This design comes from an exercise in tuning for small area on the open sky130 flow, not from production work.
In this exercise RTL edits were held to simulation tests only and were not proved equivalent to the original.

==> flow/design.v, too long to show whole: its modules and the start of the top module <==
// module fir: 1276 lines
// module fa: 4 lines
// module ha: 4 lines
// module hn: 4 lines
module fir(
    input clk,
    input rst,
    input signed [15:0] x_in,
    output reg signed [31:0] y_out
);
  // ...
==> flow/flow/run.sh <==
#!/bin/bash
# Own flow: the standard layout, except that the port buffers that
# global placement inserts are the smallest buffer cell (buf_1) instead of
# the default choice.  Everything else (synthesis, floorplan, power grid,
# CTS, routing) is the standard flow run through standard.sh.
set -euo pipefail
export BUFFER_PORTS_ARGS="-buffer_cell sky130_fd_sc_hd__buf_1"
bash standard.sh > standard.log 2>&1
==> flow/standard.sh <==
#!/bin/bash
# synth_recipe.tcl (not shown) runs the flow's synth.tcl, then flattens the netlist and writes it again
# the make line also repeats each setting of config.mk as NAME=value (left out here)
make -C /OpenROAD-flow-scripts/flow DESIGN_CONFIG=/design/flow/config.mk WORK_HOME=/design/flow/orfs CLKGATE_MAP_FILE= SYNTH_SCRIPT=/design/flow/synth_recipe.tcl "${@:-finish}"
==> flow/config.mk <==
export PLATFORM = sky130hd
export DESIGN_NAME = fir
export DESIGN_NICKNAME = fir
export VERILOG_FILES = /design/flow/design.v
export SDC_FILE = /design/flow/constraint.sdc
export NUM_CORES = 4
export LEC_CHECK = 0
export CAP_MARGIN = 20
export CORE_MARGIN = 2
export CORE_UTILIZATION = 60
export CTS_BUF_LIST = sky130_fd_sc_hd__clkbuf_8
export CTS_CLUSTER_DIAMETER = 70
export CTS_CLUSTER_SIZE = 18
export PLACE_DENSITY = 0.75
export SLEW_MARGIN = 20
export SYNTH_HIERARCHICAL = 1
export SYNTH_MINIMUM_KEEP_SIZE = 0
==> flow/constraint.sdc <==
create_clock -name core_clock -period 12.0 [get_ports {clk}]
set_input_delay 2.4000 -clock core_clock [delete_from_list [all_inputs] [get_ports {clk}]]
set_output_delay 2.4000 -clock core_clock [all_outputs]
set_load 0.01 [all_outputs]
==> summary.txt, run 1 <==
- The flow ran to the end and the layout has no timing, DRC or antenna violations.
- At the placement stage, the worst setup path has a slack of -0.0548 ns.
- The clock-pin slew of the registers on the worst-case setup and hold paths is 0.10 ns.
- Across all register-to-register paths, the minimum setup slack is 0.27 ns.
- The smallest clock period supported by the final layout is computed as 11.73 ns.
- Synthesis produced a netlist whose cell count is 1116.
- By area the synthesized netlist is led by fa_1 54%, dfrtp_1 34%, ha_1 3.3%, inv_1 2.7%, dfstp_2 2.1%.
- For this run the aggregate overflow at the end of global routing stands at 0.
- Counting every sink on the clock net gives 288.
- The leading cell type in the layout, fill and taps excluded is fa_1.
- Row generation in the floorplan step produced 66 rows.
- The post-cts repair resize count is 4.
- The portion of synthesized area spent on multiplexers is 0.114%.
- The kind of cell with the highest combined delay on the critical path is adder cells.
- The sequential cells in the finished layout cover a total of 7230 µm².
- The distinct cell type count of the synthesized netlist is 39.
- Setup repair after global routing left no endpoint under its margin.
- The number of max-cap violations is 0.
- The number of nets produced by synthesis is 1722.
- Together, buffers and inverters on the worst path number 3.
- The global routing stage identified its most utilized layer as met1.
- The number of vias in the routed layout is 9237.
- At the end of routability-driven placement, the weighted congestion stood at 0.950.
==> run 2: changes to the inputs <==
==> flow/flow/run.sh (replaced) <==
#!/bin/bash
# Own flow: the standard layout (standard.sh) with two changes:
#  - the port buffers that global placement inserts are the smallest buffer
#    cell (buf_1) instead of the default choice;
#  - clock tree synthesis does not add dummy loads.
set -euo pipefail
export BUFFER_PORTS_ARGS="-buffer_cell sky130_fd_sc_hd__buf_1"
export CTS_ARGS="-sink_clustering_enable -repair_clock_nets -sink_clustering_size 18 -sink_clustering_max_diameter 70 -buf_list sky130_fd_sc_hd__clkbuf_8 -dont_use_dummy_load"
bash standard.sh > standard.log 2>&1
==> summary.txt, run 2 <==
- Outcome: finished clean (unchanged).
- The worst hold-check path type is register to register (unchanged).
- The count of filler cells inserted in the layout is 2312 (was 2308).
- The x dimension of the die was 186 µm (unchanged).
- The distinct cell type count of the synthesized netlist came to 39 (unchanged).
- The pin slew with the least headroom to its limit came to 0.997 ns (was 1.01 ns).
- The hold violation count in the final report is 0 (unchanged).
- The H-tree depth was 1 (unchanged).
- The fraction of the yosys area taken by sequential cells is 36.5% (unchanged).
- The average via count per standard cell is 5.59 (was 5.55).
- The flop and latch count out of synthesis is 288 (unchanged).
- The clock-pin slew of the registers on the worst-case setup and hold paths is 0.10 ns (about the same).
- The routability-driven placement congestion ratio is 0.950 (unchanged).
- The number of instances in the synthesized netlist came to 1116 (unchanged).
- The diode insertion count for antenna repair is 0 (unchanged).
- The number of max-cap violations was 0 (unchanged).
- The average wire per standard cell was 26.2 µm (was 26.0 µm).
- The library cell used as clock root buffer is clkbuf_8 (unchanged).
- The global-route congestion overflow total is 0 (unchanged).
- The number of placement rows came to 66 (unchanged).
- The average cell area after synthesis was 17.7 µm² (unchanged).
- The remaining max-slew budget at the tightest pin is 33.5% (was 32.6%).
- The initial antenna violation count is 0 (unchanged).
- The setup slack of the worst register-to-register path is 0.28 ns (was 0.27 ns).
- The biggest cell delay along the critical path is 0.61 ns (about the same).
- The number of vias in the routed layout came to 9209 (was 9237).
- The summed negative setup slack over all endpoints is 0 ns (unchanged).
- The core occupancy in the finished layout is 64.8% (was 65.2%).
- The endpoint type of the worst setup path is a register (unchanged).
- The register bank with the most flops was y_out (unchanged).
- RSZ-0062 raised after global routing: false (unchanged).
- The clock buffer count from CTS came to 22 (unchanged).
- The maximum fanout encountered on the critical timing path was 4 (unchanged).
- The overall die area came to 34500 µm² (unchanged).
- The dominant cell type by area after synthesis is fa_1 (unchanged).
- The startpoint type of the worst setup path is a register (unchanged).
- The total routing usage reported by global routing is 27.6% (about the same).
- The area share of the largest cell type after synthesis came to 54.2% (unchanged).
- The final-report setup violation count is 0 (unchanged).
- The most instantiated library cell after synthesis is fa_1 (unchanged).
- The post-synthesis instance area is 19800 µm² (unchanged).
- The final-stage net count was 1812 (unchanged).
- The number of routed nets with antenna violations is 0 (unchanged).
- The leading cell type in the layout, fill and taps excluded is fa_1 (unchanged).
- The worst clock skew on the final layout is 0.0713 ns (was 0.0232 ns).
- The first-pass GRT wire length is 65.8 mm (was 65.9 mm).
- The core area came to 32500 µm² (unchanged).
- The maximum buffer depth of the clock tree is 3 (unchanged).
- The via count of the first global-routing pass is 10.7k (about the same).
- The data required time at the worst endpoint is 12.41 ns (was 12.47 ns).
- The initial standard-cell utilization of the core is 60.9% (unchanged).
- The leading register cell type out of synthesis is dfrtp_1 (unchanged).
- The number of design rule violations left after detail routing came to 0 (unchanged).
- The final HPWL from detailed placement is 38.3 mm (unchanged).
- The pin count of the biggest net entering global routing is 176 (unchanged).
- The data arrival at the endpoint of the critical path came to 12.12 ns (was 12.19 ns).
- The total number of clock tree sinks is 288 (unchanged).
- The later-pin clock latency in the skew report is 0.59 ns (about the same).
- The number of detailed-routing iterations run before antenna repair is 5 (was 7).
- The die height is 186 µm (unchanged).
- Commonest cells in the synthesized netlist: 536 x fa_1, 272 x dfrtp_1, 144 x inv_1 (unchanged).
- The final critical delay including setup and external delays is 11.72 ns (was 11.73 ns).
- The I/O pin total is 50 (unchanged).
- Leading cell types in the layout, fill and taps excluded: 516 x fa_1, 272 x dfrtp_1, 143 x inv_1 (was 517 x fa_1, 272 x dfrtp_1, 154 x inv_1).
- The flip-flop count of the largest register, all copies and words added is 32 (unchanged).
- The critical path's slowest cell is fa_2 (unchanged).
- The share of post-route cells with drive strength above 1 is 7.23% (was 7.61%).
- The layout overhead on the synthesized area is 6.50% (was 7.10%).
- The maximum operating frequency is 85.3 MHz (about the same).
- The number of enable flip-flop cells after synthesis is 0 (unchanged).
- The final worst-path cycle share was 97.6% (was 97.7%).
- The clock tree from TritonCTS is built (unchanged).
- The routed wire length is 43.1 mm (was 43.2 mm).
- The share of async-settable or async-resettable flops after synthesis was 100% (unchanged).
- The number of nets produced by synthesis is 1722 (unchanged).
- The synthesis warning total came to 7 (unchanged).
- Area contributors post-synth: fa_1 54%, dfrtp_1 34%, ha_1 3.3%, inv_1 2.7%, dfstp_2 2.1% (unchanged).
- The cell type with the highest occurrence count on the critical path was fa_1 (unchanged).
- The first-iteration detailed-routing DRC count was 796 (was 747).
- The count of final max-slew check failures is 0 (unchanged).
- The count of port buffers added during placement is 49 (unchanged).
- The type of the setup path with the least slack is register to register (unchanged).
[run 2: cell count changes in the layout (fill, tap and decap cells not counted)]
cell / before / now
inv_1: 154 / 143
clkinv_8: 3 / 0
inv_6: 2 / 0
a211oi_2: 3 / 2
a211oi_4: 0 / 1
clkinv_4: 1 / 0
fa_1: 517 / 516
fa_2: 19 / 20
inv_8: 2 / 1
[run 2: final timing paths]
check,start,to,cells after the start
worst max register to register,r7[0],y_out[31],30
worst max-delay path,r7[0],y_out[31],30
worst min register to register,r0[6],r1[6],0
max in group asynchronous,rst,r10[7],3
worst min-delay path,r0[6],r1[6],0
min in group asynchronous,rst,y_out[6],2
[run 2: cells by family (layout without fill, tap and decap cells)]
kind of cell	count (synthesis)	in the layout	synth area share, %
simple gates	34	34	0.935
fa+ha+maj	588	588	57.5
xor+xnor	12	12	0.531
compound gates	48	48	1.71
flops	288	288	36.5
mux	2	2	0.114
buf+inv	144	232	2.73
[run 2: final cells by class]
cell class,count,area (µm²),area share [%]
flip-flops and latches,288,7230,34.3
clock buffers,22,303,1.44
multi-input cells,684,12100,57.5
repair buffers,66,324,1.54
well taps,442,553,2.62
inverters,144,548,2.60
[run 2: timing repair]
item,CTS,global route
setup endpoints to repair,2,7
gates cloned,0,0
pin swaps,0,10
buffers inserted,0,13
gates resized for setup,6,22
hold buffers,0,0
[run 2: metrics by stage]
step / hold slack, ns / setup WS (ns) / std cells / cell area (µm²)
6_report: 0.351 / 0.283 / 1646 / 21100
5_1_grt: 0.359 / 0.0153 / 1646 / 21100
4_1_cts: 0.352 / 0.0206 / 1633 / 20900
3_5_place_dp: 0.335 / -0.0548 / 1611 / 20600
3_3_place_gp: 0.332 / 0.0308 / 1611 / 20600
2_1_floorplan: 0.331 / 0.875 / 1116 / 19800
[run 2: worst max-delay path: cells and delay by family, from the launching register on]
kind	cells	cell delay [ns]
buf+inv	3	0.34
fa+ha+maj	22	9.60
simple gates	1	0.39
compound gates	4	0.80
flops	1	0.43
[run 2: Yosys stat by module, one instance, submodules excluded]
module,cells inside,flops+latches,cell area [µm²],copies in the design
fa,1,0,20.0,536
fir,544,288,8620,1
ha,1,0,12.5,36
[run 2: routing by layer]
metal  vias up  GRT usage [%]  routed length (µm)
met4         0           4.63                 684
met5         -              0                   0
met1      5245           44.1               19300
met2       356           37.7               18600
met3        48           10.0                4580
li1       3560              -                   -

what the ideal ports hide:
The results above use ideal ports. As a check the final layouts listed here were re-extracted and re-timed, cells and wires unchanged. Step 1: set_driving_cell puts a clkbuf_16 on clk and a buf_2 on each other input, an assumption about the parent block. Step 2 moves the port delays by t, midway between the first and last clock arrival at a register: inputs arrive t later, outputs are due t later. That takes back most of the time a late clock gives input paths. a / b / c = ideal ports / drivers / drivers and shift; a / b = the first two.
run	t (ns)	setup WS [ns]	hold slack, ns	worst setup path at the end
run 1	0.628	0.272 / 0.272 / 0.272	0.355 / 0.355 / 0.355	register to register
run 2	0.604	0.283 / 0.283 / 0.283	0.351 / 0.351 / 0.351	register to register
After both steps every run listed still meets setup and hold.
